This design comes from an exercise in tuning for small area and a short achievable clock period on the open sky130 flow, not from production work. Function was checked by simulation only, so behaviour that the tests miss may differ from the original. Power figures rest on the tool's default switching activity, not on a simulated workload. No driver is modelled on the clock port, so clocking that relies on it looks cheaper here than on a real chip.

$ cat design.v
module bcd_adder100_reg (
    input          clk,
    input  [399:0] a,
    input  [399:0] b,
    input          cin,
    output reg [399:0] sum,
    output reg         cout
);
    reg  [399:0] a_r, b_r;
    reg          cin_r;
    wire [399:0] sum_w;
    wire         cout_w;
    top_module adder (
        .a(a_r),
        .b(b_r),
        .cin(cin_r),
        .cout(cout_w),
        .sum(sum_w)
    );
    always @(posedge clk) begin
        a_r   <= a;
        b_r   <= b;
        cin_r <= cin;
        sum   <= sum_w;
        cout  <= cout_w;
    end
endmodule

module top_module(
    input [399:0] a, b,
    input cin,
    output cout,
    output [399:0] sum );
    wire [100:0] c;
    assign c[0] = cin;
    genvar i;
    generate
        for (i = 0; i < 100; i = i + 1) begin : dig
            bcd_digit #(.SLOW(i % 8 == 4)) d (
                .x(a[4*i+3:4*i]),
                .y(b[4*i+3:4*i]),
                .ci(c[i]),
                .co(c[i+1]),
                .s(sum[4*i+3:4*i])
            );
        end
    endgenerate
    assign cout = c[100];
endmodule
module bcd_digit #(parameter SLOW = 0) (
    input [3:0] x, y,
    input ci,
    output co,
    output [3:0] s );
    wire k0 = (x[0] & y[0]) | (ci & (x[0] ^ y[0]));
    wire n0 = x[1] ^ y[1];
    wire h1 = x[1] & y[1];
    wire n1 = x[2] ^ y[2] ^ h1;
    wire h2 = (x[2] & y[2]) | (h1 & (x[2] ^ y[2]));
    wire n2 = x[3] ^ y[3] ^ h2;
    wire n3 = (x[3] & y[3]) | (h2 & (x[3] ^ y[3]));
    generate
        if (SLOW) begin : slow
            assign co = n3 | (n2 & (n1 | n0 | k0));
        end else begin : fast
            wire u  = (x[0] & y[0]) | n1 | n0;
            wire G  = n3 | (n2 & u);
            wire P  = n2 & (x[0] | y[0]);
            assign co = G | (P & ci);
        end
    endgenerate
    wire q1 = (n0 & k0) | (co & (n0 ^ k0));
    wire q2 = (n1 & co) | (q1 & (n1 ^ co));
    assign s[0] = x[0] ^ y[0] ^ ci;
    assign s[1] = n0 ^ k0 ^ co;
    assign s[2] = n1 ^ co ^ q1;
    assign s[3] = n2 ^ q2;
endmodule
$ cat flow/run.sh
#!/bin/bash
# Standard synthesis (for the register names), then the adder logic between
# the registers is replaced by the hand-mapped netlist from flow/gen.py, and
# the standard layout runs on it with smaller port buffers and a leaner
# clock tree.
set -euo pipefail
R=orfs/results/sky130hd/bcd_adder100_reg/base
bash standard.sh synth > synth.log 2>&1
cp $R/1_2_yosys.v std_1_2_yosys.v
python3 flow/gen.py $R/1_2_yosys.v > gen.log 2>&1
rm -f $R/1_synth.odb $R/1_synth.sdc
bash standard.sh \
  "BUFFER_PORTS_ARGS=-buffer_cell sky130_fd_sc_hd__buf_1" \
  "CTS_ARGS=-sink_clustering_enable -repair_clock_nets -buf_list sky130_fd_sc_hd__clkbuf_16 -dont_use_dummy_load -sink_clustering_size 30 -sink_clustering_max_diameter 100" \
  finish > finish.log 2>&1
$ cat flow/gen.py
#!/usr/bin/env python3
"""Generate a hand-mapped sky130hd gate-level netlist of bcd_adder100_reg.

Registers are named as the standard Yosys synthesis names them
(\\a_r[i]$_DFF_P_ ...), all sky130_fd_sc_hd__dfxtp_1.  The adder between them is
a ripple of 100 digit cells with a one-level (nand-nand) digit carry chain.
"""
import sys

N = 100
# digits whose carry goes through k0 (smaller, slower)
SLOW = set(range(4, 100, 8))
P = 'sky130_fd_sc_hd__'
lines = []
wires = set()
cnt = {}

def w(n):
    wires.add(n)
    return n

def cell(typ, name, **pins):
    cnt[typ] = cnt.get(typ, 0) + 1
    ps = ', '.join('.%s(%s)' % (k, v) for k, v in pins.items())
    lines.append('  %s%s i_%s (%s);' % (P, typ, name, ps))

def esc(n):
    return '\\' + n + ' '

def digit(i, c, co):
    a = ['a_r[%d]' % (4 * i + j) for j in range(4)]
    b = ['b_r[%d]' % (4 * i + j) for j in range(4)]
    s = ['sw[%d]' % (4 * i + j) for j in range(4)]
    p = 'd%d_' % i
    n0, h1, n1, h2, n2, n3 = [w(p + t) for t in ('n0', 'h1', 'n1', 'h2', 'n2', 'n3')]
    k0 = w(p + 'k0')
    # bit 0 with the carry in: s0 and k0, the carry into bit 1
    cell('fa_1', p + 'fa0', A=a[0], B=b[0], CIN=c, SUM=s[0], COUT=k0)
    # n = x[3:1] + y[3:1]
    cell('ha_1', p + 'ha1', A=a[1], B=b[1], SUM=n0, COUT=h1)
    cell('fa_1', p + 'fa2', A=a[2], B=b[2], CIN=h1, SUM=n1, COUT=h2)
    cell('fa_1', p + 'fa3', A=a[3], B=b[3], CIN=h2, SUM=n2, COUT=n3)
    if i in SLOW:
        # two-level carry through k0: co = n3 | n2&(n1|n0|k0)
        y, ng, pk = [w(p + t) for t in ('y', 'ng', 'pk')]
        cell('o21ai_0', p + 'y', A1=n1, A2=n0, B1=n2, Y=y)
        cell('nor2b_1', p + 'ng', A=n3, B_N=y, Y=ng)
        cell('nand2_1', p + 'pk', A=n2, B=k0, Y=pk)
        cell('nand2_1', p + 'co', A=ng, B=pk, Y=co)
    else:
        # digit generate G = n3 | n2&(n1|n0|a0&b0), kept inverted; with
        # P' = n2 & (a0|b0) the carry is co = G | P'&c (P' may overlap G)
        u, ng, t, pc = [w(p + t) for t in ('u', 'ng', 't', 'pc')]
        cell('a211o_1', p + 'u', A1=a[0], A2=b[0], B1=n1, C1=n0, X=u)
        cell('a21oi_1', p + 'ng', A1=n2, A2=u, B1=n3, Y=ng)
        cell('o21ai_0', p + 't', A1=a[0], A2=b[0], B1=n2, Y=t)
        # carry: co = ~(ng & ~(P' & c)) = nand(ng, t | ~c)
        cell('nand2b_1', p + 'pc', A_N=t, B=c, Y=pc)
        cell('nand2_1', p + 'co', A=ng, B=pc, Y=co)
    # upper three sum bits: n + k0 + 3*co (mod 8)
    q1, q2 = w(p + 'q1'), w(p + 'q2')
    cell('fa_1', p + 'fs1', A=n0, B=k0, CIN=co, SUM=s[1], COUT=q1)
    cell('fa_1', p + 'fs2', A=n1, B=co, CIN=q1, SUM=s[2], COUT=q2)
    cell('xor2_1', p + 's3', A=n2, B=q2, X=s[3])

def main():
    out = sys.argv[1]
    for i in range(N):
        c = 'cin_r' if i == 0 else w('c%d' % i)
        co = 'cw' if i == N - 1 else w('c%d' % (i + 1))
        digit(i, c, co)
    ff = []
    for k in range(400):
        ff.append('  %sdfxtp_1 %s (.CLK(clk), .D(a[%d]), .Q(a_r[%d]));' % (P, esc('a_r[%d]$_DFF_P_' % k), k, k))
    for k in range(400):
        ff.append('  %sdfxtp_1 %s (.CLK(clk), .D(b[%d]), .Q(b_r[%d]));' % (P, esc('b_r[%d]$_DFF_P_' % k), k, k))
    ff.append('  %sdfxtp_1 %s (.CLK(clk), .D(cin), .Q(cin_r));' % (P, esc('cin_r$_DFF_P_')))
    for k in range(400):
        ff.append('  %sdfxtp_1 %s (.CLK(clk), .D(sw[%d]), .Q(sum[%d]));' % (P, esc('sum[%d]$_DFF_P_' % k), k, k))
    ff.append('  %sdfxtp_1 %s (.CLK(clk), .D(cw), .Q(cout));' % (P, esc('cout$_DFF_P_')))
    with open(out, 'w') as f:
        f.write('module bcd_adder100_reg(clk, a, b, cin, sum, cout);\n')
        f.write('  input clk;\n  input [399:0] a;\n  input [399:0] b;\n  input cin;\n'
                '  output [399:0] sum;\n  output cout;\n')
        f.write('  wire [399:0] a_r;\n  wire [399:0] b_r;\n  wire [399:0] sw;\n  wire cin_r;\n  wire cw;\n')
        for n in sorted(wires):
            f.write('  wire %s;\n' % n)
        f.write('\n'.join(ff) + '\n')
        f.write('\n'.join(lines) + '\n')
        f.write('endmodule\n')
    sys.stderr.write(repr(cnt) + '\n')

main()
$ cat standard.sh
#!/bin/bash
# synth_recipe.tcl (not shown) runs the flow's synth.tcl, then flattens the netlist and writes it again
# the make line also repeats each setting of config.mk as NAME=value (left out here)
make -C /OpenROAD-flow-scripts/flow DESIGN_CONFIG=/design/flow/config.mk WORK_HOME=/design/flow/orfs CLKGATE_MAP_FILE= SYNTH_SCRIPT=/design/flow/synth_recipe.tcl "${@:-finish}"
$ cat config.mk
export PLATFORM = sky130hd
export DESIGN_NAME = bcd_adder100_reg
export DESIGN_NICKNAME = bcd_adder100_reg
export VERILOG_FILES = /design/flow/design.v
export SDC_FILE = /design/flow/constraint.sdc
export NUM_CORES = 4
export LEC_CHECK = 0
export ABC_AREA = 1
export CAP_MARGIN = 20
export CORE_AREA = 5 5 415 415
export CTS_BUF_LIST = sky130_fd_sc_hd__clkbuf_16
export DIE_AREA = 0 0 420 420
export SLEW_MARGIN = 20
$ cat constraint.sdc
create_clock -name core_clock -period 200.0 [get_ports {clk}]
set_input_delay 40.0000 -clock core_clock [delete_from_list [all_inputs] [get_ports {clk}]]
set_output_delay 40.0000 -clock core_clock [all_outputs]
set_load 0.01 [all_outputs]
==> impl_metrics.yaml, run 1 <==
status:
  status: "complete, no violations"
global_routing:
  grt_max_degree: 31
  grt_use_met3_pct: 3.20
  grt_pass1_wl_um: 191000
  track_usage_pct: 15.6
  grtUsageMet1_pct: 20.3
  met2_usage_pct: 26.6
  antenna_found_initial: 58
  grt_pass1_vias: 24700
  gr-max-usage-layer: "met2"
  overflow: 0
logic_synthesis:
  synthCells: 2390
  syn_area_um2: 39000
  ys_warn_count: 1
  avgSynthCellArea_um2: 16.3
  synthesis.nets: 3792
worst_setup_path:
  crit_arrival_ns: 1.30
  cp.depth: 1
  max_stage_delay_ns: 0.43
  worstSetupPathType: "reg2out"
  critPathBufInv: 1
  worstRegToRegCells: 220
  setup.worst_path.start_class: "register"
  worstPathMaxFanout: 1
  cp-end-kind: "output port"
  cp.required_ns: 160.00
  reg2reg_from: "a_r[1]"
  cp_slowest_cell: "dfxtp_1"
  crit_start: "sum[124]"
  cp_top_family: "flip-flops"
  cp_cell_sequence: "buf_1"
  ff2ff_setup_slack_ns: 160.38
clocking:
  numClockSinks: 1202
  cts.clk_slew.worst_paths_ns: 0.11
  post_cts_buffers: 0
  htreeDepth: 2
  post_cts_resized: 0
  postCtsHoldBufs: 0
  tritoncts: "yes"
  clkLatencyLatePin_ns: 0.69
  cts_buffers: 51
  cts_root_buffer: "clkbuf_16"
  cts_buffer_depth: 3
detailed_routing:
  via_per_inst: 3.93
  ant_nets: 0
  drcViolationCount: 0
  firstDrtPassIters: 5
  wl_per_cell_um: 24.6
  drt-initial-drc-count: 1392
  via_count: 23100
  wirelength_um: 144000
place:
  placed_area_um2: 46200
  portBuffers: 1202
  hpwl_um: 127000
  place_congestion: 0.964
power:
  vdd_ir_drop_max_v: 0.00000868
  seqPwrFrac_pct: 52.5
  power.share.clock_pct: 20.6
  p_sw_mw: 0.193
  p_leak_nw: 17.8
  p_int_mw: 0.384
  swShare_pct: 33.5
  power_density_nw_per_um2: 12.1
  comb_power_share_pct: 26.9
sta:
  finalCriticalPeriod_ns: 41.30
  relSlewSlack_pct: 42.5
  finalCritPeriodShare_pct: 20.7
  hold_violations: 0
  worst_slew_pin_slew_ns: 0.860
  setup_viol: 0
  rsz0062_at_grt: "no"
  clock.fmax_mhz: 24.2
  slew_viol_final: 0
  skew_ns: 0.0852
  finalSetupTns_ns: 0
job:
  cap_violations: 0
hold_path:
  whs_path_depth: 1
  hold_class: "reg2reg"
  hold_start: "a_r[32]"
floorplan:
  initial_core_util_pct: 23.3
  core_area_um2: 167000
  io_pins: 1203
  die_w_um: 420
  die_area_um2: 176000
  rows: 150
  fp.dieH_um: 420
layout:
  drive_gt1_share_pct: 1.45
  final_nets: 5049
  areaGrowthSynthToFinish_pct: 22.1
  finalInstanceArea_um2: 47600
  final_core_utilization_pct: 28.4
  fillers: 17100
[power by group through the flow]
stage / clock (mW) / sequential (mW) / combinational (mW)
after global placement: 0 / 0.307 / 0.158
after floorplan: 0 / 0.320 / 0.0487
after detailed placement: 0 / 0.308 / 0.157
after CTS: 0.124 / 0.303 / 0.158
after global routing: 0.131 / 0.307 / 0.168
final: 0.119 / 0.303 / 0.155
[per-layer routing]
metal	part of all wire [%]	up-vias
met5	0.019	-
met4	2.2	4
met3	7.5	137
met2	49	955
met1	41	11800
li1	-	10200
[worst paths after layout]
| check | end |
|---|---|
| worst max-delay path | sum[124] |
| worst min-delay path | sum[32] |
| worst max register to register | sum[399] |
| worst min register to register | sum[32] |
[sequential cells by signal, indices dropped and copies added (netlist names)]
signal	cells
cout	1
b_r	400
sum	400
cin_r	1
a_r	400
[final cells by class]
| class | instances | area [um^2] | area share, % |
|---|---|---|---|
| repair buffers | 1204 | 4530 | 9.52 |
| flip-flops and latches | 1202 | 24100 | 50.6 |
| well taps | 2204 | 2760 | 5.80 |
| clock buffers | 51 | 1280 | 2.68 |
| multi-input cells | 1188 | 14900 | 31.3 |
| diodes | 15 | 37.5 | 0.0789 |
[stage by stage]
stage	total power, mW	hold WS (ns)	cells	setup slack, ns
2_1_floorplan	0.369	0.488	2390	159.67
3_3_place_gp	0.465	0.521	5798	159.35
3_5_place_dp	0.465	0.519	5798	159.35
4_1_cts	0.585	0.533	5849	158.58
5_1_grt	0.606	0.546	5863	156.97
6_report	0.577	0.526	5864	158.70
[cells in the final DEF (no fill, tap or decap)]
cell type	n
buf_1	1202
a211o_1	88
dfxtp_1	1202
xor2_1	100
ha_1	100
nand2b_1	88
o21ai_0	100
diode_2	15
nand2_1	112
clkbuf_16	51
nor2b_1	12
buf_4	2
a21oi_1	88
fa_1	500
==> inputs of run 2 (changes only) <==
--- a/flow/run.sh
+++ b/flow/run.sh
@@ -11,5 +11,5 @@
 rm -f $R/1_synth.odb $R/1_synth.sdc
 bash standard.sh \
   "BUFFER_PORTS_ARGS=-buffer_cell sky130_fd_sc_hd__buf_1" \
-  "CTS_ARGS=-sink_clustering_enable -repair_clock_nets -buf_list sky130_fd_sc_hd__clkbuf_16 -dont_use_dummy_load -sink_clustering_size 30 -sink_clustering_max_diameter 100" \
+  "CTS_ARGS=-sink_clustering_enable -repair_clock_nets -buf_list sky130_fd_sc_hd__clkbuf_8 -dont_use_dummy_load -sink_clustering_size 16 -sink_clustering_max_diameter 100" \
   finish > finish.log 2>&1
--- a/config.mk
+++ b/config.mk
@@ -8,6 +8,6 @@
 export ABC_AREA = 1
 export CAP_MARGIN = 20
 export CORE_AREA = 5 5 415 415
-export CTS_BUF_LIST = sky130_fd_sc_hd__clkbuf_16
+export CTS_BUF_LIST = sky130_fd_sc_hd__clkbuf_8
 export DIE_AREA = 0 0 420 420
 export SLEW_MARGIN = 20
==> impl_metrics.yaml, run 2 <==
status:
  status: "complete, no violations"
sta:
  clock.fmax_mhz: 24.1
  finalCritPeriodShare_pct: 20.8
  rsz0062_at_grt: "no"
  setup_viol: 0
  hold_violations: 0
  skew_ns: 0.109
  finalCriticalPeriod_ns: 41.51
  finalSetupTns_ns: 0
  relSlewSlack_pct: 41.7
  slew_viol_final: 0
  worst_slew_pin_slew_ns: 0.871
layout:
  regArea_um2: 24100
  final_cell_mix: "1,202 x dfxtp_1, 1,202 x buf_1, 500 x fa_1, 112 x nand2_1"
  drive_gt1_share_pct: 2.44
  areaGrowthSynthToFinish_pct: 21.9
  biggestRegsByFlops: "a_r (400), b_r (400), sum (400)"
  final_core_utilization_pct: 28.4
  final_cells: 5904
  final_nets: 5086
  multi_input_area_um2: 14900
  fillers: 17100
floorplan:
  rows: 150
  core_area_um2: 167000
  die_area_um2: 176000
  fp.dieH_um: 420
  die_w_um: 420
  io_pins: 1203
  initial_core_util_pct: 23.3
clocking:
  clkLatencyLatePin_ns: 0.83
  cts_buffer_depth: 3
  postCtsHoldBufs: 0
  numClockSinks: 1202
  cts_root_buffer: "clkbuf_8"
  htreeDepth: 3
  tritoncts: "yes"
  cts_buffers: 88
  post_cts_buffers: 0
  cts.clk_slew.worst_paths_ns: 0.11
  post_cts_resized: 0
worst_setup_path:
  max_stage_delay_ns: 0.41
  cp-end-kind: "output port"
  cp_top_family: "flip-flops"
  cp_cell_sequence: "buf_1"
  worstRegToRegCells: 220
  cp_slowest_cell: "dfxtp_1"
  worstPathMaxFanout: 1
  cp.required_ns: 160.00
  crit_arrival_ns: 1.51
  worstSetupPathType: "reg2out"
  cp.depth: 1
  setup.worst_path.start_class: "register"
  critPathBufInv: 1
job:
  cap_violations: 0
hold_path:
  hold_class: "reg2reg"
  whs_path_depth: 1
logic_synthesis:
  ys_warn_count: 1
  avgSynthCellArea_um2: 16.3
  synthesis.nets: 3792
  synthCells: 2390
  syn_area_um2: 39000
global_routing:
  grt_pass1_vias: 25000
  track_usage_pct: 15.8
  grt_max_degree: 17
  grt_pass1_wl_um: 193000
  antenna_found_initial: 63
  overflow: 0
power:
  power_density_nw_per_um2: 12.1
  p_leak_nw: 17.8
  vdd_ir_drop_max_v: 0.00000805
place:
  hpwl_um: 127000
  placed_cells: 5798
  portBuffers: 1202
  place_congestion: 0.964
detailed_routing:
  wl_per_cell_um: 24.6
  drt-initial-drc-count: 1290
  firstDrtPassIters: 5
  via_per_inst: 3.96
  drcViolationCount: 0
  via_count: 23400
  wirelength_um: 145000
  ant_nets: 0
run 2: power by group:
part / switching, mW / total (mW) / internal (mW) / leakage [nW]
logic: 0.100 / 0.155 / 0.0549 / 7.04
registers: 0.0197 / 0.303 / 0.283 / 10.1
clock network: 0.0760 / 0.115 / 0.0394 / 0.633
total: 0.196 / 0.573 / 0.377 / 17.8
run 2: layout make-up:
cell class | count | area share (%)
Timing Repair Buffer | 1204 | 9.53
Tap cell | 2204 | 5.81
Multi-Input combinational cell | 1188 | 31.4
Antenna cell | 18 | 0.0948
Clock buffer | 88 | 2.55
Sequential cell | 1202 | 50.7
run 2: path summary, 6_finish.rpt:
| check | from | endpoint | slack, ns |
|---|---|---|---|
| max | sum[345] | sum[345] | 158.49 |
| min | b_r[116] | sum[116] | 0.52 |
| max reg2reg | a_r[1] | sum[399] | 160.39 |
| min reg2reg | b_r[116] | sum[116] | 0.52 |
run 2: per-stage QoR:
stage / hold WS (ns) / worst slack [ns] / total power [mW] / area, um^2
after CTS: 0.500 / 158.32 / 0.581 / 47500
after detailed placement: 0.519 / 159.35 / 0.465 / 46200
after global placement: 0.521 / 159.35 / 0.465 / 46200
after global routing: 0.536 / 156.91 / 0.603 / 47500
after floorplan: 0.488 / 159.67 / 0.369 / 39000
final: 0.520 / 158.49 / 0.573 / 47500
run 2: metal layers:
metal  vias up  share of wire (%)  global-route usage, %
met5         -              0.032                      0
met4         8                2.8                   4.45
met3       183                7.6                   3.88
met2      1018                 49                   26.5
met1     11900                 41                   20.4
li1      10300                  -                      -
==> inputs of run 3 (changes only) <==
--- a/design.v
+++ b/design.v
@@ -36,7 +36,7 @@
     genvar i;
     generate
         for (i = 0; i < 100; i = i + 1) begin : dig
-            bcd_digit #(.SLOW(i % 8 == 4)) d (
+            bcd_digit #(.SLOW(i % 10 == 4)) d (
                 .x(a[4*i+3:4*i]),
                 .y(b[4*i+3:4*i]),
                 .ci(c[i]),
--- a/flow/run.sh
+++ b/flow/run.sh
@@ -11,5 +11,5 @@
 rm -f $R/1_synth.odb $R/1_synth.sdc
 bash standard.sh \
   "BUFFER_PORTS_ARGS=-buffer_cell sky130_fd_sc_hd__buf_1" \
-  "CTS_ARGS=-sink_clustering_enable -repair_clock_nets -buf_list sky130_fd_sc_hd__clkbuf_8 -dont_use_dummy_load -sink_clustering_size 16 -sink_clustering_max_diameter 100" \
+  "CTS_ARGS=-sink_clustering_enable -repair_clock_nets -buf_list sky130_fd_sc_hd__clkbuf_16 -dont_use_dummy_load -sink_clustering_size 30 -sink_clustering_max_diameter 100" \
   finish > finish.log 2>&1
--- a/flow/gen.py
+++ b/flow/gen.py
@@ -9,7 +9,7 @@
 
 N = 100
 # digits whose carry goes through k0 (smaller, slower)
-SLOW = set(range(4, 100, 8))
+SLOW = set(range(4, 100, 10))
 P = 'sky130_fd_sc_hd__'
 lines = []
 wires = set()
@@ -42,11 +42,9 @@
     cell('fa_1', p + 'fa3', A=a[3], B=b[3], CIN=h2, SUM=n2, COUT=n3)
     if i in SLOW:
         # two-level carry through k0: co = n3 | n2&(n1|n0|k0)
-        y, ng, pk = [w(p + t) for t in ('y', 'ng', 'pk')]
-        cell('o21ai_0', p + 'y', A1=n1, A2=n0, B1=n2, Y=y)
-        cell('nor2b_1', p + 'ng', A=n3, B_N=y, Y=ng)
-        cell('nand2_1', p + 'pk', A=n2, B=k0, Y=pk)
-        cell('nand2_1', p + 'co', A=ng, B=pk, Y=co)
+        y = w(p + 'y')
+        cell('o31ai_1', p + 'y', A1=n1, A2=n0, A3=k0, B1=n2, Y=y)
+        cell('nand2b_1', p + 'co', A_N=n3, B=y, Y=co)
     else:
         # digit generate G = n3 | n2&(n1|n0|a0&b0), kept inverted; with
         # P' = n2 & (a0|b0) the carry is co = G | P'&c (P' may overlap G)
@@ -60,7 +58,7 @@
     # upper three sum bits: n + k0 + 3*co (mod 8)
     q1, q2 = w(p + 'q1'), w(p + 'q2')
     cell('fa_1', p + 'fs1', A=n0, B=k0, CIN=co, SUM=s[1], COUT=q1)
-    cell('fa_1', p + 'fs2', A=n1, B=co, CIN=q1, SUM=s[2], COUT=q2)
+    cell('fa_1', p + 'fs2', A=n1, B=q1, CIN=co, SUM=s[2], COUT=q2)
     cell('xor2_1', p + 's3', A=n2, B=q2, X=s[3])
 
 def main():
--- a/config.mk
+++ b/config.mk
@@ -7,7 +7,7 @@
 export LEC_CHECK = 0
 export ABC_AREA = 1
 export CAP_MARGIN = 20
-export CORE_AREA = 5 5 415 415
-export CTS_BUF_LIST = sky130_fd_sc_hd__clkbuf_8
-export DIE_AREA = 0 0 420 420
+export CORE_AREA = 5 5 407 407
+export CTS_BUF_LIST = sky130_fd_sc_hd__clkbuf_16
+export DIE_AREA = 0 0 412 412
 export SLEW_MARGIN = 20
==> impl_metrics.yaml, run 3 <==
worst_setup_path:
  ff2ff_setup_slack_ns: 160.25
  max_stage_delay_ns: 0.40
  worstSetupPathType: "reg2out"
  r2r-end: "sum[399]"
  cp_slowest_cell: "dfxtp_1"
  cp-end-kind: "output port"
  cp.depth: 1
  crit_arrival_ns: 1.27
  cp_top_family: "flip-flops"
  setup.worst_path.start_class: "register"
  reg2reg_from: "a_r[1]"
  worstPathMaxFanout: 1
  cp.required_ns: 160.00
  cp_cell_sequence: "buf_1"
  worstRegToRegCells: 219
  critPathBufInv: 1
detailed_routing:
  drcViolationCount: 0
  wirelength_um: 135000
  via_count: 22600
  wl_per_cell_um: 23.3
  firstDrtPassIters: 5
  ant_nets: 0
  drt-initial-drc-count: 1524
  via_per_inst: 3.89
hold_path:
  holdPathEnd: "sum[176]"
  whs_path_depth: 1
  hold_start: "b_r[176]"
  hold_class: "reg2reg"
power:
  vdd_ir_drop_max_v: 0.00000821
  power_density_nw_per_um2: 12.0
  p_leak_nw: 17.8
global_routing:
  grt_max_degree: 31
  grt_pass1_vias: 24900
  grt_pass1_wl_um: 183000
  track_usage_pct: 15.3
  antenna_found_initial: 42
  overflow: 0
job:
  cap_violations: 0
floorplan:
  die_w_um: 412
  fp.dieH_um: 412
  initial_core_util_pct: 24.2
  rows: 147
  io_pins: 1203
  die_area_um2: 170000
  core_area_um2: 161000
sta:
  finalCritPeriodShare_pct: 20.6
  clock.fmax_mhz: 24.2
  setup_viol: 0
  finalCriticalPeriod_ns: 41.27
  skew_ns: 0.105
  hold_violations: 0
  setup_ws_ns: 158.73
  finalSetupTns_ns: 0
  worst_slew_pin_slew_ns: 0.891
  slew_viol_final: 0
  relSlewSlack_pct: 40.4
  rsz0062_at_grt: "no"
place:
  hpwl_um: 120000
  portBuffers: 1202
  place_congestion: 0.970
  place_ws_ns: 159.39
clocking:
  cts_buffer_depth: 3
  htreeDepth: 2
  cts.clk_slew.worst_paths_ns: 0.11
  cts_buffers: 49
  clkLatencyLatePin_ns: 0.67
  tritoncts: "yes"
  postCtsHoldBufs: 0
  cts_root_buffer: "clkbuf_16"
  post_cts_resized: 0
  post_cts_buffers: 0
  numClockSinks: 1202
logic_synthesis:
  avgSynthCellArea_um2: 16.4
  synthesis.nets: 3774
  synthCells: 2372
  syn_area_um2: 38900
  ys_warn_count: 1
status:
  status: "complete, no violations"
layout:
  final_cell_mix: "1,202 x dfxtp_1, 1,202 x buf_1, 500 x fa_1, 100 x ha_1, 100 x nand2b_1"
  biggestRegsByFlops: "a_r (400), b_r (400), sum (400)"
  final_nets: 5030
  areaGrowthSynthToFinish_pct: 21.9
  fillers: 16400
  drive_gt1_share_pct: 1.49
-- run 3: cell types whose count changed in the layout (fill, tap and decap cells not counted), sizes merged, moves of 10 or more --
cell	before	now
clkbuf	88	49
nand2	112	90
nand2b	88	100
nor2b	12	0
o21ai	100	90
o31ai	0	10
-- run 3: cell type report --
cell class	instances	area, um^2	share of cell area (%)
repair buffers	1205	4530	9.55
well taps	2160	2700	5.69
clock buffers	49	1230	2.58
multi-input cells	1170	14900	31.4
diodes	20	50.0	0.105
flip-flops and latches	1202	24100	50.7
-- run 3: per-layer routing --
| metal | vias up | track usage (%) | routed length, um |
|---|---|---|---|
| li1 | 10200 | - | - |
| met1 | 11300 | 18.2 | 52200 |
| met2 | 889 | 26.9 | 68600 |
| met3 | 180 | 4.25 | 10700 |
| met4 | 26 | 4.53 | 3740 |
| met5 | - | 0 | 172 |
-- run 3: stage by stage --
step | hold WS, ns | std cells | util, % | power, mW | area, um^2
global route | 0.537 | 5799 | 29.5 | 0.598 | 47400
global placement | 0.505 | 5737 | 28.8 | 0.462 | 46200
floorplan | 0.488 | 2372 | - | 0.369 | 38900
detailed placement | 0.505 | 5737 | 28.8 | 0.462 | 46200
finish | 0.514 | 5806 | 29.6 | 0.571 | 47500
CTS | 0.516 | 5786 | 29.5 | 0.578 | 47400
-- run 3: how the worst max path moves through the flow --
stage                   from        to  slack, ns
floorplan               cout      cout     159.67
global placement    sum[311]  sum[311]     159.39
detailed placement  sum[311]  sum[311]     159.39
CTS                 sum[128]  sum[128]     158.61
global route          a_r[1]  sum[399]     156.63
finish              sum[128]  sum[128]     158.73
-- run 3: where the power goes --
group | total, mW | switching [mW] | internal, mW
clock network | 0.116 | 0.0722 | 0.0441
logic | 0.152 | 0.0980 | 0.0544
registers | 0.302 | 0.0192 | 0.283
==> inputs of run 4 (changes only) <==
--- a/config.mk
+++ b/config.mk
@@ -10,4 +10,5 @@
 export CORE_AREA = 5 5 407 407
 export CTS_BUF_LIST = sky130_fd_sc_hd__clkbuf_16
 export DIE_AREA = 0 0 412 412
+export GPL_TIMING_DRIVEN = 0
 export SLEW_MARGIN = 20
==> impl_metrics.yaml, run 4 <==
detailed_routing:
  wl_per_cell_um: 22.8
  drcViolationCount: 0
  firstDrtPassIters: 5
  ant_nets: 0
  via_count: 22300
  via_per_inst: 3.84
  drt-initial-drc-count: 1316
  wirelength_um: 132000
worst_setup_path:
  worstRegToRegCells: 216
  cp.depth: 1
  cp_top_family: "buffers and inverters"
  cp.required_ns: 160.00
  critPathBufInv: 1
  max_stage_delay_ns: 0.61
  setup.worst_path.start_class: "register"
  crit_arrival_ns: 1.62
  cp_slowest_cell: "buf_1"
  worstPathMaxFanout: 1
  cp_cell_sequence: "buf_1"
  cp-end-kind: "output port"
  worstSetupPathType: "reg2out"
place:
  portBuffers: 1202
  place_ws_ns: 158.98
  hpwl_um: 116000
  place_congestion: 0.908
job:
  cap_violations: 0
power:
  comb_power_share_pct: 25.6
  power.share.clock_pct: 20.9
  p_leak_nw: 17.8
  total_power_mw: 0.563
  vdd_ir_drop_max_v: 0.00000739
  p_int_mw: 0.376
  swShare_pct: 33.2
  power_density_nw_per_um2: 11.9
  p_sw_mw: 0.187
  seqPwrFrac_pct: 53.5
floorplan:
  fp.dieH_um: 412
  initial_core_util_pct: 24.2
  core_area_um2: 161000
  rows: 147
  die_area_um2: 170000
  io_pins: 1203
  die_w_um: 412
clocking:
  post_cts_resized: 0
  htreeDepth: 2
  numClockSinks: 1202
  post_cts_buffers: 0
  clkLatencyLatePin_ns: 0.68
  tritoncts: "yes"
  cts_buffers: 50
  cts_root_buffer: "clkbuf_16"
  cts.clk_slew.worst_paths_ns: 0.11
  cts_buffer_depth: 3
  postCtsHoldBufs: 0
sta:
  finalCriticalPeriod_ns: 41.62
  finalSetupTns_ns: 0
  hold_violations: 0
  clock.fmax_mhz: 24.0
  setup_ws_ns: 158.38
  relSlewSlack_pct: 42.7
  skew_ns: 0.112
  rsz0062_at_grt: "no"
  finalCritPeriodShare_pct: 20.8
  setup_viol: 0
  worst_slew_pin_slew_ns: 0.859
  slew_viol_final: 0
global_routing:
  grt_max_degree: 31
  grt_pass1_wl_um: 178000
  grt_pass1_vias: 24300
  antenna_found_initial: 42
  overflow: 0
  track_usage_pct: 14.9
logic_synthesis:
  syn_area_um2: 38900
  avgSynthCellArea_um2: 16.4
  synthesis.nets: 3774
  synthCells: 2372
  ys_warn_count: 1
status:
  status: "complete, no violations"
layout:
  final_cell_mix: "1,202 x dfxtp_1, 1,202 x buf_1, 500 x fa_1"
  areaGrowthSynthToFinish_pct: 21.8
  drive_gt1_share_pct: 1.38
  biggestRegsByFlops: "a_r (400), b_r (400), sum (400)"
  fillers: 16400
  final_nets: 5028
hold_path:
  hold_class: "reg2reg"
  whs_path_depth: 1
==> run 4: final cells by class <==
cell class / count / area [um^2] / share of cell area, %
Sequential cell: 1202 / 24100 / 50.7
Antenna cell: 13 / 32.5 / 0.0686
Clock buffer: 50 / 1250 / 2.64
Timing Repair Buffer: 1202 / 4510 / 9.51
Tap cell: 2160 / 2700 / 5.70
Multi-Input combinational cell: 1170 / 14900 / 31.3
==> run 4: stage by stage <==
step           utilization, %  std cells  hold slack (ns)  area, um^2
2_1_floorplan               -       2372            0.488       38900
6_report                 29.5       5797            0.530       47400
3_3_place_gp             28.7       5734            0.491       46100
4_1_cts                  29.5       5784            0.528       47400
3_5_place_dp             28.7       5734            0.502       46100
5_1_grt                  29.5       5793            0.553       47400
==> run 4: power by group through the flow <==
| stage | registers, mW | clock network [mW] | logic, mW |
|---|---|---|---|
| final | 0.301 | 0.118 | 0.144 |
| after CTS | 0.302 | 0.122 | 0.149 |
| after detailed placement | 0.308 | 0 | 0.149 |
| after global placement | 0.307 | 0 | 0.148 |
| after floorplan | 0.320 | 0 | 0.0487 |
| after global routing | 0.306 | 0.130 | 0.159 |
==> run 4: layer usage <==
metal	up-vias	GRT usage (%)	wire length, um
li1	10200	-	-
met1	11100	17.6	50900
met2	802	25.9	65500
met3	160	4.57	11300
met4	16	4.72	4190
met5	-	0	115
==> run 4: final timing paths <==
check | start | to | slack [ns]
worst max register to register | a_r[1] | sum[399] | 159.55
worst max-delay path | sum[259] | sum[259] | 158.38
worst min-delay path | b_r[136] | sum[136] | 0.53
worst min register to register | b_r[136] | sum[136] | 0.53
==> run 4: worst register-to-register path: cells and delay by family, from the launching register on <==
kind | cells | cell delay, ns
compound gates | 11 | 2.47
xor+xnor | 1 | 0.17
fa+ha+maj | 16 | 7.21
flops | 1 | 0.32
simple gates | 188 | 30.21
==> inputs of run 5 (changes only) <==
--- a/config.mk
+++ b/config.mk
@@ -7,8 +7,7 @@
 export LEC_CHECK = 0
 export ABC_AREA = 1
 export CAP_MARGIN = 20
-export CORE_AREA = 5 5 407 407
+export CORE_AREA = 5 5 415 415
 export CTS_BUF_LIST = sky130_fd_sc_hd__clkbuf_16
-export DIE_AREA = 0 0 412 412
-export GPL_TIMING_DRIVEN = 0
+export DIE_AREA = 0 0 420 420
 export SLEW_MARGIN = 20
==> impl_metrics.yaml, run 5 <==
power:
  vdd_ir_drop_max_v: 0.00000774
  total_power_mw: 0.572
  power_density_nw_per_um2: 12.0
  p_leak_nw: 17.8
worst_setup_path:
  max_stage_delay_ns: 0.40
  critPathBufInv: 1
  cp_cell_sequence: "buf_1"
  crit_arrival_ns: 1.27
  worstPathMaxFanout: 1
  worstSetupPathType: "reg2out"
  cp_top_family: "flip-flops"
  cp-end-kind: "output port"
  cp_slowest_cell: "dfxtp_1"
  setup.worst_path.start_class: "register"
  ff2ff_setup_slack_ns: 161.49
  cp.required_ns: 160.00
clocking:
  postCtsHoldBufs: 0
  htreeDepth: 2
  post_cts_buffers: 0
  post_cts_resized: 0
  cts_buffers: 50
  cts.clk_slew.worst_paths_ns: 0.12
  cts_root_buffer: "clkbuf_16"
  cts_buffer_depth: 3
  tritoncts: "yes"
  numClockSinks: 1202
  clkLatencyLatePin_ns: 0.68
sta:
  hold_ws_ns: 0.552
  skew_ns: 0.101
  relSlewSlack_pct: 50.2
  finalCriticalPeriod_ns: 41.27
  finalSetupTns_ns: 0
  slew_viol_final: 0
  finalCritPeriodShare_pct: 20.6
  setup_viol: 0
  clock.fmax_mhz: 24.2
  setup_ws_ns: 158.73
  hold_violations: 0
  worst_slew_pin_slew_ns: 0.745
  rsz0062_at_grt: "no"
detailed_routing:
  drcViolationCount: 0
  drt-initial-drc-count: 1344
  wirelength_um: 139000
  firstDrtPassIters: 7
  via_count: 22900
  via_per_inst: 3.91
  ant_nets: 0
  wl_per_cell_um: 23.7
layout:
  finalInstanceArea_um2: 47500
  areaGrowthSynthToFinish_pct: 22.1
  final_cells: 5856
  final_cell_mix: "1,202 x dfxtp_1, 1,202 x buf_1, 500 x fa_1"
  biggestRegsByFlops: "a_r (400), b_r (400), sum (400)"
  drive_gt1_share_pct: 1.49
  final_nets: 5032
  final_core_utilization_pct: 28.4
floorplan:
  initial_core_util_pct: 23.3
  rows: 150
  io_pins: 1203
  die_area_um2: 176000
  die_w_um: 420
  fp.dieH_um: 420
  core_area_um2: 167000
hold_path:
  hold_class: "reg2reg"
logic_synthesis:
  synthCells: 2372
  ys_warn_count: 1
  syn_area_um2: 38900
  synthesis.nets: 3774
  avgSynthCellArea_um2: 16.4
global_routing:
  track_usage_pct: 15.1
  antenna_found_initial: 70
  overflow: 0
  grt_use_met3_pct: 2.92
  met2_usage_pct: 26.4
  grt_pass1_wl_um: 187000
  grtUsageMet1_pct: 18.8
  grt_max_degree: 31
  grt_pass1_vias: 24900
  gr-max-usage-layer: "met2"
place:
  placed_area_um2: 46200
  placed_cells: 5782
  place_congestion: 0.947
  hpwl_um: 122000
  portBuffers: 1202
  place_ws_ns: 159.36
status:
  status: "complete, no violations"
job:
  cap_violations: 0
==> run 5: final cells by class <==
type,instances,area (um^2)
flip-flops and latches,1202,24100
repair buffers,1206,4540
well taps,2204,2760
multi-input cells,1170,14900
diodes,24,60.1
clock buffers,50,1250
fillers,17100,120000
==> run 5: report_power, final <==
part           total [mW]  switching, mW  internal [mW]
Combinational       0.151         0.0961         0.0547
Sequential          0.303         0.0202          0.283
Clock               0.118         0.0729         0.0449
Total               0.572          0.189          0.383
==> run 5: metal layers <==
layer	up-vias	share of wire, %
li1	10200	-
met1	11600	40
met2	991	51
met3	167	6.8
met4	6	2.3
met5	-	0.030
==> run 5: worst paths after layout <==
kind                  from        to  cells past startpoint
setup reg to reg    a_r[1]  sum[399]                    220
hold reg to reg   b_r[216]  sum[216]                      1
hold / removal    b_r[216]  sum[216]                      1
setup / recovery  sum[171]  sum[171]                      1
==> inputs of run 6 (changes only) <==
--- a/flow/run.sh
+++ b/flow/run.sh
@@ -9,7 +9,10 @@
 cp $R/1_2_yosys.v std_1_2_yosys.v
 python3 flow/gen.py $R/1_2_yosys.v > gen.log 2>&1
 rm -f $R/1_synth.odb $R/1_synth.sdc
+# each digit's pins together, in digit order around the die edge
+python3 flow/mkpins.py 412 $(pwd)/pins.tcl > pins.log 2>&1
 bash standard.sh \
+  "IO_CONSTRAINTS=$(pwd)/pins.tcl" \
   "BUFFER_PORTS_ARGS=-buffer_cell sky130_fd_sc_hd__buf_1" \
   "CTS_ARGS=-sink_clustering_enable -repair_clock_nets -buf_list sky130_fd_sc_hd__clkbuf_16 -dont_use_dummy_load -sink_clustering_size 30 -sink_clustering_max_diameter 100" \
   finish > finish.log 2>&1
==> flow/mkpins.py (new file) <==
#!/usr/bin/env python3
"""Write place_pin commands that put each digit's pins together, in digit
order, around the die edge (bottom left->right, right bottom->top, top
right->left, left top->bottom).  Usage: mkpins.py DIE_SIZE OUT.tcl"""
import sys
D = float(sys.argv[1])
out = sys.argv[2]
M = 8.0            # keep clear of the corners
pins = ['cin']
for i in range(100):
    pins += ['a[%d]' % (4 * i + j) for j in range(4)]
    pins += ['b[%d]' % (4 * i + j) for j in range(4)]
    pins += ['sum[%d]' % (4 * i + j) for j in range(4)]
pins += ['cout']
# the clock in the middle of the bottom edge
pins.insert(len(pins) // 8, 'clk')
n = len(pins)
# pins per edge: the met3 (left/right) edges at two tracks (1.36 um) apart
nside = int((D - 2 * M) / 1.36) - 4
nbt = (n - 2 * nside + 1) // 2
counts = [nbt, nside, n - 2 * nside - nbt, nside]
lines = []
k = 0
for edge, cnt in enumerate(counts):
    L = D - 2 * M
    for j in range(cnt):
        t = (j + 0.5) * L / cnt
        p = pins[k]
        k += 1
        if edge == 0:
            x, y, layer = M + t, 0, 'met2'
        elif edge == 1:
            x, y, layer = D, M + t, 'met3'
        elif edge == 2:
            x, y, layer = D - M - t, D, 'met2'
        else:
            x, y, layer = 0, D - M - t, 'met3'
        if layer == 'met2':
            x = round((x - 0.23) / 0.46) * 0.46 + 0.23
        else:
            y = round((y - 0.34) / 0.68) * 0.68 + 0.34
        lines.append('place_pin -pin_name {%s} -layer %s -location {%.3f %.3f} -force_to_die_boundary' % (p, layer, x, y))
assert k == n
open(out, 'w').write('\n'.join(lines) + '\n')
--- a/config.mk
+++ b/config.mk
@@ -7,7 +7,7 @@
 export LEC_CHECK = 0
 export ABC_AREA = 1
 export CAP_MARGIN = 20
-export CORE_AREA = 5 5 415 415
+export CORE_AREA = 5 5 407 407
 export CTS_BUF_LIST = sky130_fd_sc_hd__clkbuf_16
-export DIE_AREA = 0 0 420 420
+export DIE_AREA = 0 0 412 412
 export SLEW_MARGIN = 20
==> impl_metrics.yaml, run 6 <==
status:
  status: "complete, no violations"
clocking:
  tritoncts: "yes"
  clkLatencyLatePin_ns: 0.64
  numClockSinks: 1202
  cts_root_buffer: "clkbuf_16"
  cts.clk_slew.worst_paths_ns: 0.11
  post_cts_buffers: 0
  post_cts_resized: 0
  htreeDepth: 2
  cts_buffers: 46
  postCtsHoldBufs: 0
  cts_buffer_depth: 3
sta:
  finalCriticalPeriod_ns: 41.21
  finalSetupTns_ns: 0
  finalCritPeriodShare_pct: 20.6
  skew_ns: 0.0330
  worst_slew_pin_slew_ns: 0.290
  relSlewSlack_pct: 80.6
  slew_viol_final: 0
  clock.fmax_mhz: 24.3
  hold_violations: 0
  setup_ws_ns: 158.79
  rsz0062_at_grt: "no"
  setup_viol: 0
detailed_routing:
  via_count: 21400
  drt-initial-drc-count: 780
  wirelength_um: 88200
  drcViolationCount: 0
  via_per_inst: 3.69
  firstDrtPassIters: 4
  wl_per_cell_um: 15.2
  ant_nets: 0
floorplan:
  fp.dieH_um: 412
  die_w_um: 412
  initial_core_util_pct: 24.2
  die_area_um2: 170000
  core_area_um2: 161000
  rows: 147
  io_pins: 0
power:
  p_leak_nw: 17.7
  p_sw_mw: 0.158
  power.share.clock_pct: 20.7
  total_power_mw: 0.532
  seqPwrFrac_pct: 56.1
  comb_power_share_pct: 23.2
  swShare_pct: 29.7
  power_density_nw_per_um2: 11.2
  vdd_ir_drop_max_v: 0.00000909
  p_int_mw: 0.374
global_routing:
  track_usage_pct: 9.92
  antenna_found_initial: 20
  grt_pass1_vias: 24100
  grt_pass1_wl_um: 134000
  overflow: 0
  grt_max_degree: 31
logic_synthesis:
  ys_warn_count: 1
  synthesis.nets: 3774
  syn_area_um2: 38900
  avgSynthCellArea_um2: 16.4
  synthCells: 2372
worst_setup_path:
  max_stage_delay_ns: 0.38
  cp.required_ns: 160.00
  crit_arrival_ns: 1.21
  cp_cell_sequence: "buf_1"
  cp_slowest_cell: "dfxtp_1"
  setup.worst_path.start_class: "register"
  cp_top_family: "flip-flops"
  worstSetupPathType: "reg2out"
  critPathBufInv: 1
  cp-end-kind: "output port"
  worstPathMaxFanout: 1
layout:
  fillers: 16400
  final_cell_mix: "1,202 x dfxtp_1, 1,202 x buf_1, 500 x fa_1"
  final_cells: 5796
  drive_gt1_share_pct: 1.27
  final_core_utilization_pct: 29.5
  areaGrowthSynthToFinish_pct: 21.6
  final_nets: 5024
  biggestRegsByFlops: "a_r (400), b_r (400), sum (400)"
place:
  portBuffers: 1202
  place_congestion: 0.822
  place_ws_ns: 159.47
  placed_cells: 5734
  hpwl_um: 73200
hold_path:
  hold_class: "reg2reg"
job:
  cap_violations: 0
run 6: metal layers:
| metal | GRT usage (%) | share of wire [%] | vias to the layer above |
|---|---|---|---|
| met4 | 3.61 | 2.9 | 18 |
| met2 | 16.9 | 49 | 734 |
| met5 | 0 | 0.12 | - |
| met1 | 12.1 | 40 | 10400 |
| met3 | 2.60 | 8.1 | 128 |
| li1 | - | - | 10200 |
run 6: worst register-to-register path: cells and delay by family (launching register included):
family,cells,cell delay (ns)
flip-flops,1,0.32
adder cells (fa/ha/maj),16,6.81
XOR/XNOR,1,0.16
AND/OR/NAND/NOR,188,24.97
AO/OA/AOI/OAI,11,2.35
run 6: path summary, 6_finish.rpt:
path                              start        to  slack (ns)  depth (start not counted)
worst max-delay path            sum[14]   sum[14]      158.79                          1
worst min-delay path            b_r[16]   sum[16]        0.53                          1
worst max register to register   a_r[1]  sum[399]      165.30                        216
worst min register to register  b_r[16]   sum[16]        0.53                          1
run 6: cell type report:
cell class / count / area [um^2] / share of cell area (%)
multi-input combinational: 1170 / 14900 / 31.4
timing repair buffer: 1202 / 4510 / 9.53
antenna: 16 / 40.0 / 0.0846
clock buffer: 46 / 1150 / 2.43
sequential: 1202 / 24100 / 50.8
tap: 2160 / 2700 / 5.71
run 6: per-stage QoR:
stage / hold slack, ns / cell area (um^2)
after global routing: 0.543 / 47300
final: 0.528 / 47300
after floorplan: 0.488 / 38900
after detailed placement: 0.508 / 46100
after global placement: 0.497 / 46100
after CTS: 0.531 / 47300
run 6: power by group through the flow:
stage	Combinational [mW]	Clock [mW]	Sequential, mW
2_1_floorplan	0.0487	0	0.320
3_3_place_gp	0.126	0	0.303
3_5_place_dp	0.124	0	0.304
4_1_cts	0.126	0.116	0.299
5_1_grt	0.138	0.123	0.303
6_report	0.123	0.110	0.299
==> inputs of run 7 (changes only) <==
==> flow/run.sh (replaced) <==
#!/bin/bash
# Standard synthesis (for the register names), then the adder logic between
# the registers is replaced by the hand-mapped netlist from flow/gen.py, and
# the standard layout runs on it with smaller port buffers and a leaner
# clock tree.
set -euo pipefail
R=orfs/results/sky130hd/bcd_adder100_reg/base
bash standard.sh synth > synth.log 2>&1
cp $R/1_2_yosys.v std_1_2_yosys.v
python3 flow/gen.py $R/1_2_yosys.v 30 > gen.log 2>&1
rm -f $R/1_synth.odb $R/1_synth.sdc
bash standard.sh \
  "BUFFER_PORTS_ARGS=-buffer_cell sky130_fd_sc_hd__buf_1" \
  "CTS_ARGS=-sink_clustering_enable -repair_clock_nets -buf_list sky130_fd_sc_hd__clkbuf_16 -dont_use_dummy_load -sink_clustering_size 30 -sink_clustering_max_diameter 100" \
  finish > finish.log 2>&1
==> flow/gen.py (replaced) <==
#!/usr/bin/env python3
"""Generate a hand-mapped sky130hd gate-level netlist of bcd_adder100_reg.

Usage: gen.py OUT.v

Registers are named as the standard Yosys synthesis names them
(\\a_r[i]$_DFF_P_ ...), all sky130_fd_sc_hd__dfxtp_1.  Between them is a
ripple of 100 BCD digit cells.  Each digit computes
  n = x[3:1] + y[3:1], k0 = carry out of bit 0 (with the carry in),
  sum = {n + k0 + 3*co (mod 8), x0 ^ y0 ^ ci},
and its carry co = t > 9 in one of three ways (PATTERN, one letter per digit):
  E  carry in true, carry out inverted: nco = a21oi(P', c, G)
  O  carry in inverted, carry out true:  co = o21ai(~P', ~c, ~G)
  S  carry in true, carry out true, through k0:  co = n3 | n2&(n1|n0|k0)
with G = n3 | n2&(n1|n0|x0&y0) and P' = n2&(x0|y0).  E and O digits keep the
carry chain to one gate per digit; S digits are smaller and slower.
"""
import sys

N = 100
# SLOWN S digits spread over the chain, each after an E-O pair
SLOWN = int(sys.argv[2]) if len(sys.argv) > 2 else 30
P = 'sky130_fd_sc_hd__'
lines = []
wires = set()
cnt = {}


def pattern():
    pat = []
    # spread SLOWN "EOS" blocks among (100 - 3*SLOWN)/2 "EO" blocks
    neo = (N - 3 * SLOWN) // 2
    assert 2 * neo + 3 * SLOWN == N
    blocks = SLOWN + neo
    acc = 0
    for k in range(blocks):
        acc += SLOWN
        if acc >= blocks:
            acc -= blocks
            pat += ['E', 'O', 'S']
        else:
            pat += ['E', 'O']
    assert len(pat) == N and pat.count('S') == SLOWN
    return pat


def w(n):
    wires.add(n)
    return n


def cell(typ, name, **pins):
    cnt[typ] = cnt.get(typ, 0) + 1
    ps = ', '.join('.%s(%s)' % (k, v) for k, v in pins.items())
    lines.append('  %s%s i_%s (%s);' % (P, typ, name, ps))


def esc(n):
    return '\\' + n + ' '


def digit(i, kind, c_chain, c_true):
    """c_chain: the chain input (true for E/S, inverted for O);
    c_true: the true carry in.  Returns (chain out, true carry out)."""
    a = ['a_r[%d]' % (4 * i + j) for j in range(4)]
    b = ['b_r[%d]' % (4 * i + j) for j in range(4)]
    s = ['sw[%d]' % (4 * i + j) for j in range(4)]
    p = 'd%d_' % i
    n0, h1, n1, h2, n2, n3, k0 = [w(p + t) for t in
                                  ('n0', 'h1', 'n1', 'h2', 'n2', 'n3', 'k0')]
    cell('fa_1', p + 'fa0', A=a[0], B=b[0], CIN=c_true, SUM=s[0], COUT=k0)
    cell('ha_1', p + 'ha1', A=a[1], B=b[1], SUM=n0, COUT=h1)
    cell('fa_1', p + 'fa2', A=a[2], B=b[2], CIN=h1, SUM=n1, COUT=h2)
    cell('fa_1', p + 'fa3', A=a[3], B=b[3], CIN=h2, SUM=n2, COUT=n3)
    if kind == 'S':
        y, co = w(p + 'y'), w(p + 'co')
        cell('o31ai_1', p + 'y', A1=n1, A2=n0, A3=k0, B1=n2, Y=y)
        cell('nand2b_1', p + 'co', A_N=n3, B=y, Y=co)
        out_chain, out_true = co, co
    elif kind == 'E':
        u, g, pp, nco, co = [w(p + t) for t in ('u', 'g', 'pp', 'nco', 'co')]
        cell('a211o_1', p + 'u', A1=a[0], A2=b[0], B1=n1, C1=n0, X=u)
        cell('a21o_1', p + 'g', A1=n2, A2=u, B1=n3, X=g)
        cell('o21a_1', p + 'pp', A1=a[0], A2=b[0], B1=n2, X=pp)
        cell('a21oi_1', p + 'nco', A1=pp, A2=c_chain, B1=g, Y=nco)
        cell('inv_1', p + 'co', A=nco, Y=co)
        out_chain, out_true = nco, co
    else:
        u, ng, npp, co = [w(p + t) for t in ('u', 'ng', 'npp', 'co')]
        cell('a211o_1', p + 'u', A1=a[0], A2=b[0], B1=n1, C1=n0, X=u)
        cell('a21oi_1', p + 'ng', A1=n2, A2=u, B1=n3, Y=ng)
        cell('o21ai_0', p + 'npp', A1=a[0], A2=b[0], B1=n2, Y=npp)
        cell('o21ai_1', p + 'co', A1=npp, A2=c_chain, B1=ng, Y=co)
        out_chain, out_true = co, co
    q1, q2 = w(p + 'q1'), w(p + 'q2')
    cell('fa_1', p + 'fs1', A=n0, B=k0, CIN=out_true, SUM=s[1], COUT=q1)
    cell('fa_1', p + 'fs2', A=n1, B=q1, CIN=out_true, SUM=s[2], COUT=q2)
    cell('xor2_1', p + 's3', A=n2, B=q2, X=s[3])
    return out_chain, out_true


def main():
    out = sys.argv[1]
    pat = pattern()
    c_chain = c_true = 'cin_r'
    pol = True
    for i, kind in enumerate(pat):
        assert pol == (kind in 'ES'), (i, kind)
        c_chain, c_true = digit(i, kind, c_chain, c_true)
        if kind == 'E':
            pol = False
        elif kind == 'O':
            pol = True
    last = c_true
    ff = []
    for k in range(400):
        ff.append('  %sdfxtp_1 %s (.CLK(clk), .D(a[%d]), .Q(a_r[%d]));' % (P, esc('a_r[%d]$_DFF_P_' % k), k, k))
    for k in range(400):
        ff.append('  %sdfxtp_1 %s (.CLK(clk), .D(b[%d]), .Q(b_r[%d]));' % (P, esc('b_r[%d]$_DFF_P_' % k), k, k))
    ff.append('  %sdfxtp_1 %s (.CLK(clk), .D(cin), .Q(cin_r));' % (P, esc('cin_r$_DFF_P_')))
    for k in range(400):
        ff.append('  %sdfxtp_1 %s (.CLK(clk), .D(sw[%d]), .Q(sum[%d]));' % (P, esc('sum[%d]$_DFF_P_' % k), k, k))
    ff.append('  %sdfxtp_1 %s (.CLK(clk), .D(%s), .Q(cout));' % (P, esc('cout$_DFF_P_'), last))
    with open(out, 'w') as f:
        f.write('module bcd_adder100_reg(clk, a, b, cin, sum, cout);\n')
        f.write('  input clk;\n  input [399:0] a;\n  input [399:0] b;\n  input cin;\n'
                '  output [399:0] sum;\n  output cout;\n')
        f.write('  wire [399:0] a_r;\n  wire [399:0] b_r;\n  wire [399:0] sw;\n  wire cin_r;\n')
        for n in sorted(wires):
            f.write('  wire %s;\n' % n)
        f.write('\n'.join(ff) + '\n')
        f.write('\n'.join(lines) + '\n')
        f.write('endmodule\n')
    sys.stderr.write(''.join(pat) + '\n' + repr(cnt) + '\n')


main()
removed: flow/mkpins.py
==> impl_metrics.yaml, run 7 <==
status:
  status: "complete, no violations"
worst_setup_path:
  worstSetupPathType: "reg2reg"
  setup.worst_path.start_class: "register"
  cp_slowest_cell: "fa_1"
  crit_arrival_ns: 47.25
  max_stage_delay_ns: 0.66
  cp.required_ns: 200.59
  critPathBufInv: 1
  worstPathMaxFanout: 4
  cp-end-kind: "register"
  cp_top_family: "compound AO/OA/AOI/OAI gates"
power:
  power.share.clock_pct: 21.5
  p_leak_nw: 17.8
  vdd_ir_drop_max_v: 0.00000707
  comb_power_share_pct: 25.0
  power_density_nw_per_um2: 12.1
  seqPwrFrac_pct: 53.5
  swShare_pct: 33.6
  p_sw_mw: 0.192
  p_int_mw: 0.380
clocking:
  cts.clk_slew.worst_paths_ns: 0.12
  post_cts_buffers: 0
  post_cts_resized: 0
  postCtsHoldBufs: 0
  clkLatencyLatePin_ns: 0.68
  htreeDepth: 2
  tritoncts: "yes"
  cts_root_buffer: "clkbuf_16"
  cts_buffers: 54
  cts_buffer_depth: 3
  numClockSinks: 1202
logic_synthesis:
  synthesis.nets: 3679
  syn_area_um2: 38600
  avgSynthCellArea_um2: 16.9
  ys_warn_count: 1
  synthCells: 2277
floorplan:
  initial_core_util_pct: 24.0
  die_w_um: 412
  core_area_um2: 161000
  rows: 147
  io_pins: 1203
  fp.dieH_um: 412
  die_area_um2: 170000
detailed_routing:
  drcViolationCount: 0
  wirelength_um: 147000
  via_per_inst: 3.91
  ant_nets: 0
  drt-initial-drc-count: 1474
  via_count: 22400
  wl_per_cell_um: 25.8
  firstDrtPassIters: 5
global_routing:
  track_usage_pct: 16.7
  gr-max-usage-layer: "met2"
  grt_pass1_vias: 24400
  grt_use_met3_pct: 5.18
  antenna_found_initial: 61
  overflow: 0
  grtUsageMet1_pct: 22.3
  grt_max_degree: 31
  grt_pass1_wl_um: 195000
  met2_usage_pct: 26.3
sta:
  hold_violations: 0
  finalSetupTns_ns: 0
  worst_slew_pin_slew_ns: 0.926
  finalCriticalPeriod_ns: 46.67
  skew_ns: 0.0884
  relSlewSlack_pct: 37.8
  finalCritPeriodShare_pct: 23.3
  hold_ws_ns: 0.502
  slew_viol_final: 0
  setup_viol: 0
  rsz0062_at_grt: "no"
  clock.fmax_mhz: 21.4
layout:
  fillers: 16400
  final_cell_mix: "1,202 x dfxtp_1, 1,202 x buf_1, 500 x fa_1, 100 x ha_1, 100 x xor2_1"
  multi_input_area_um2: 14400
  drive_gt1_share_pct: 1.58
  biggestRegsByFlops: "a_r (400), b_r (400), sum (400)"
  regArea_um2: 24100
  areaGrowthSynthToFinish_pct: 22.4
  final_nets: 4939
job:
  cap_violations: 0
place:
  portBuffers: 1202
  place_congestion: 1.02
  hpwl_um: 130000
hold_path:
  hold_class: "reg2reg"
run 7: cell count changes in the layout (fill, tap and decap cells not counted), moves of 35 or more:
cell | before | now
nand2_1 | 90 | 0
o21ai_0 | 90 | 35
inv_1 | 0 | 35
o21a_1 | 0 | 35
a21o_1 | 0 | 35
o21ai_1 | 0 | 35
nand2b_1 | 100 | 30
run 7: final timing paths:
kind                                from        to  slack [ns]  cells past startpoint
worst max-delay path              a_r[1]  sum[399]      153.33                    168
worst min register to register  b_r[292]  sum[292]        0.50                      1
worst max register to register    a_r[1]  sum[399]      153.33                    168
worst min-delay path            b_r[292]  sum[292]        0.50                      1
run 7: worst register-to-register path, delay by kind of cell, from the launching register on:
family,cells,cell delay (ns)
flip-flops,1,0.32
buffers and inverters,1,0.19
XOR/XNOR,1,0.15
AO/OA/AOI/OAI,101,23.81
AND/OR/NAND/NOR,30,5.91
adder cells (fa/ha/maj),35,16.21
run 7: layout make-up:
class	count	area share [%]
flip-flops and latches	1202	51.0
multi-input cells	1040	30.5
repair buffers	1204	9.59
well taps	2160	5.72
clock buffers	54	2.86
inverters	35	0.278
diodes	21	0.111
run 7: power groups by stage:
stage / combinational (mW) / clock [mW] / sequential (mW)
after CTS: 0.146 / 0.128 / 0.306
after detailed placement: 0.145 / 0 / 0.311
final: 0.143 / 0.123 / 0.306
after floorplan: 0.0475 / 0 / 0.319
after global placement: 0.145 / 0 / 0.311
after global routing: 0.156 / 0.136 / 0.310
run 7: through the flow:
step	cell area [um^2]	utilization [%]	setup slack [ns]	power, mW	std cells
5_1_grt	47200	29.4	149.53	0.602	5708
2_1_floorplan	38600	-	159.67	0.367	2277
3_5_place_dp	45800	28.5	153.19	0.456	5641
3_3_place_gp	45800	28.5	154.79	0.456	5641
4_1_cts	47200	29.4	153.10	0.580	5695
6_report	47200	29.4	153.33	0.571	5716
run 7: routing by layer:
metal / share of wire, % / up-vias
met1: 43 / 11400
met3: 8.3 / 176
li1: - / 9905
met5: 0.052 / -
met2: 46 / 834
met4: 2.7 / 14
==> inputs of run 8 (changes only) <==
--- a/flow/run.sh
+++ b/flow/run.sh
@@ -7,7 +7,7 @@
 R=orfs/results/sky130hd/bcd_adder100_reg/base
 bash standard.sh synth > synth.log 2>&1
 cp $R/1_2_yosys.v std_1_2_yosys.v
-python3 flow/gen.py $R/1_2_yosys.v 30 > gen.log 2>&1
+python3 flow/gen.py $R/1_2_yosys.v 24 > gen.log 2>&1
 rm -f $R/1_synth.odb $R/1_synth.sdc
 bash standard.sh \
   "BUFFER_PORTS_ARGS=-buffer_cell sky130_fd_sc_hd__buf_1" \
==> impl_metrics.yaml, run 8 <==
global_routing:
  grt_pass1_wl_um: 179000
  grt_pass1_vias: 24500
  track_usage_pct: 15.0
  grt_max_degree: 31
  overflow: 0
  antenna_found_initial: 74
clocking:
  post_cts_buffers: 0
  numClockSinks: 1202
  htreeDepth: 2
  cts_buffers: 50
  postCtsHoldBufs: 0
  cts_buffer_depth: 3
  clkLatencyLatePin_ns: 0.67
  tritoncts: "yes"
  cts.clk_slew.worst_paths_ns: 0.11
  post_cts_resized: 0
  cts_root_buffer: "clkbuf_16"
floorplan:
  initial_core_util_pct: 24.1
  fp.dieH_um: 412
  die_w_um: 412
  core_area_um2: 161000
  rows: 147
  die_area_um2: 170000
  io_pins: 1203
sta:
  slew_viol_final: 0
  worst_slew_pin_slew_ns: 0.854
  finalCriticalPeriod_ns: 43.66
  finalCritPeriodShare_pct: 21.8
  skew_ns: 0.0915
  finalSetupTns_ns: 0
  hold_violations: 0
  relSlewSlack_pct: 42.7
  clock.fmax_mhz: 22.9
  setup_viol: 0
  rsz0062_at_grt: "no"
  hold_ws_ns: 0.505
worst_setup_path:
  crit_arrival_ns: 44.20
  max_stage_delay_ns: 0.68
  reg2reg_from: "a_r[1]"
  worstPathMaxFanout: 4
  setup.worst_path.start_class: "register"
  cp_slowest_cell: "a21oi_1"
  critPathBufInv: 2
  crit_start: "a_r[1]"
  cp-end-kind: "register"
  worstSetupPathType: "reg2reg"
  cp_top_family: "compound AO/OA/AOI/OAI gates"
  cp.required_ns: 200.54
layout:
  fillers: 16400
  drive_gt1_share_pct: 1.49
  final_cell_mix: "1,202 x dfxtp_1, 1,202 x buf_1, 500 x fa_1, 100 x ha_1, 99 x xor2_1"
  final_nets: 4950
  biggestRegsByFlops: "a_r (400), b_r (400), sum (400)"
  areaGrowthSynthToFinish_pct: 22.2
detailed_routing:
  wl_per_cell_um: 23.1
  drt-initial-drc-count: 1351
  via_per_inst: 3.86
  ant_nets: 0
  firstDrtPassIters: 5
  drcViolationCount: 0
  via_count: 22200
  wirelength_um: 133000
logic_synthesis:
  ys_warn_count: 1
  synthesis.nets: 3694
  avgSynthCellArea_um2: 16.9
  syn_area_um2: 38700
  synthCells: 2292
power:
  vdd_ir_drop_max_v: 0.00000786
  total_power_mw: 0.561
  p_leak_nw: 17.7
  power_density_nw_per_um2: 11.9
job:
  cap_violations: 0
hold_path:
  hold_start: "b_r[120]"
  hold_class: "reg2reg"
place:
  hpwl_um: 116000
  portBuffers: 1202
  place_congestion: 0.964
status:
  status: "complete, no violations"
-- run 8: power by group --
part / leakage [nW] / internal (mW) / switching (mW)
Combinational: 6.99 / 0.0492 / 0.0931
Clock: 0.616 / 0.0449 / 0.0724
Sequential: 10.1 / 0.283 / 0.0187
Total: 17.7 / 0.377 / 0.184
-- run 8: layer usage --
layer	vias to the layer above	share of wire (%)	wire (um)	global-route usage (%)
li1	9965	-	-	-
met5	-	0.15	196	0
met2	866	48	63000	24.7
met4	30	3.9	5160	5.91
met1	11100	39	51400	17.7
met3	216	9.7	12900	5.73
-- run 8: worst reg2reg max path: cells and delay by family, from the launching register on --
family / cells / cell delay [ns]
compound gates: 101 / 24.89
simple gates: 24 / 4.81
flops: 1 / 0.32
fa+ha+maj: 29 / 12.96
xor+xnor: 1 / 0.15
buf+inv: 2 / 0.42
-- run 8: through the flow --
step	cells	setup slack (ns)	utilization [%]	area (um^2)
finish	5741	156.34	29.4	47200
floorplan	2292	159.67	-	38700
global placement	5656	157.51	28.6	45900
detailed placement	5656	156.24	28.6	45900
CTS	5706	156.09	29.4	47200
global route	5730	152.36	29.4	47200
-- run 8: final timing paths --
check | end | slack (ns) | depth (start not counted)
setup / recovery | sum[399] | 156.34 | 157
hold / removal | sum[120] | 0.51 | 1
setup reg to reg | sum[399] | 156.34 | 157
hold reg to reg | sum[120] | 0.51 | 1
-- run 8: area by class of cell --
| cell class | instances | area [um^2] | area share (%) |
|---|---|---|---|
| flip-flops and latches | 1202 | 24100 | 50.9 |
| inverters | 38 | 143 | 0.302 |
| repair buffers | 1204 | 4530 | 9.58 |
| clock buffers | 50 | 1250 | 2.65 |
| well taps | 2160 | 2700 | 5.72 |
| diodes | 35 | 87.6 | 0.185 |
| multi-input cells | 1052 | 14500 | 30.6 |

[afterwards: timing with drivers on the ports]
Ports are ideal in the flow. The routed layouts listed here were re-timed in OpenROAD. Step 1 (the two cells are an assumption about what drives the block):
set clk [get_ports {clk}]
set_driving_cell -lib_cell sky130_fd_sc_hd__clkbuf_16 $clk
set_driving_cell -lib_cell sky130_fd_sc_hd__buf_2 [delete_from_list [all_inputs] $clk]
Step 2 moves the port delays by t, midway between the first and last clock arrival at a register: inputs arrive t later, outputs are due t later. That takes back most of the time a late clock gives input paths. Three values: no drivers, after step 1, after step 2; two values: the first two.
run | t, ns | slack for setup (ns) | worst hold slack (ns) | clock arrival spread, ns | pins driven straight from the clock port
run 1 | 0.717 | 158.696 / 158.626 / 159.343 | 0.526 / 0.526 / 0.526 | 0.087 / 0.087 | 1
run 2 | 0.854 | 158.494 / 158.424 / 159.278 | 0.520 / 0.520 / 0.520 | 0.116 / 0.117 | 1
run 3 | 0.691 | 158.734 / 158.660 / 159.350 | 0.514 / 0.514 / 0.514 | 0.105 / 0.105 | 1
run 4 | 0.702 | 158.384 / 158.311 / 159.012 | 0.530 / 0.530 / 0.530 | 0.112 / 0.113 | 1
run 5 | 0.703 | 158.729 / 158.657 / 159.360 | 0.552 / 0.552 / 0.552 | 0.101 / 0.101 | 1
run 6 | 0.673 | 158.786 / 158.732 / 159.405 | 0.528 / 0.528 / 0.528 | 0.034 / 0.033 | 1
run 7 | 0.706 | 153.334 / 153.334 / 153.334 | 0.502 / 0.502 / 0.502 | 0.089 / 0.089 | 1
run 8 | 0.696 | 156.339 / 156.339 / 156.339 | 0.505 / 0.505 / 0.505 | 0.092 / 0.091 | 1
After both steps every run listed still meets setup and hold.
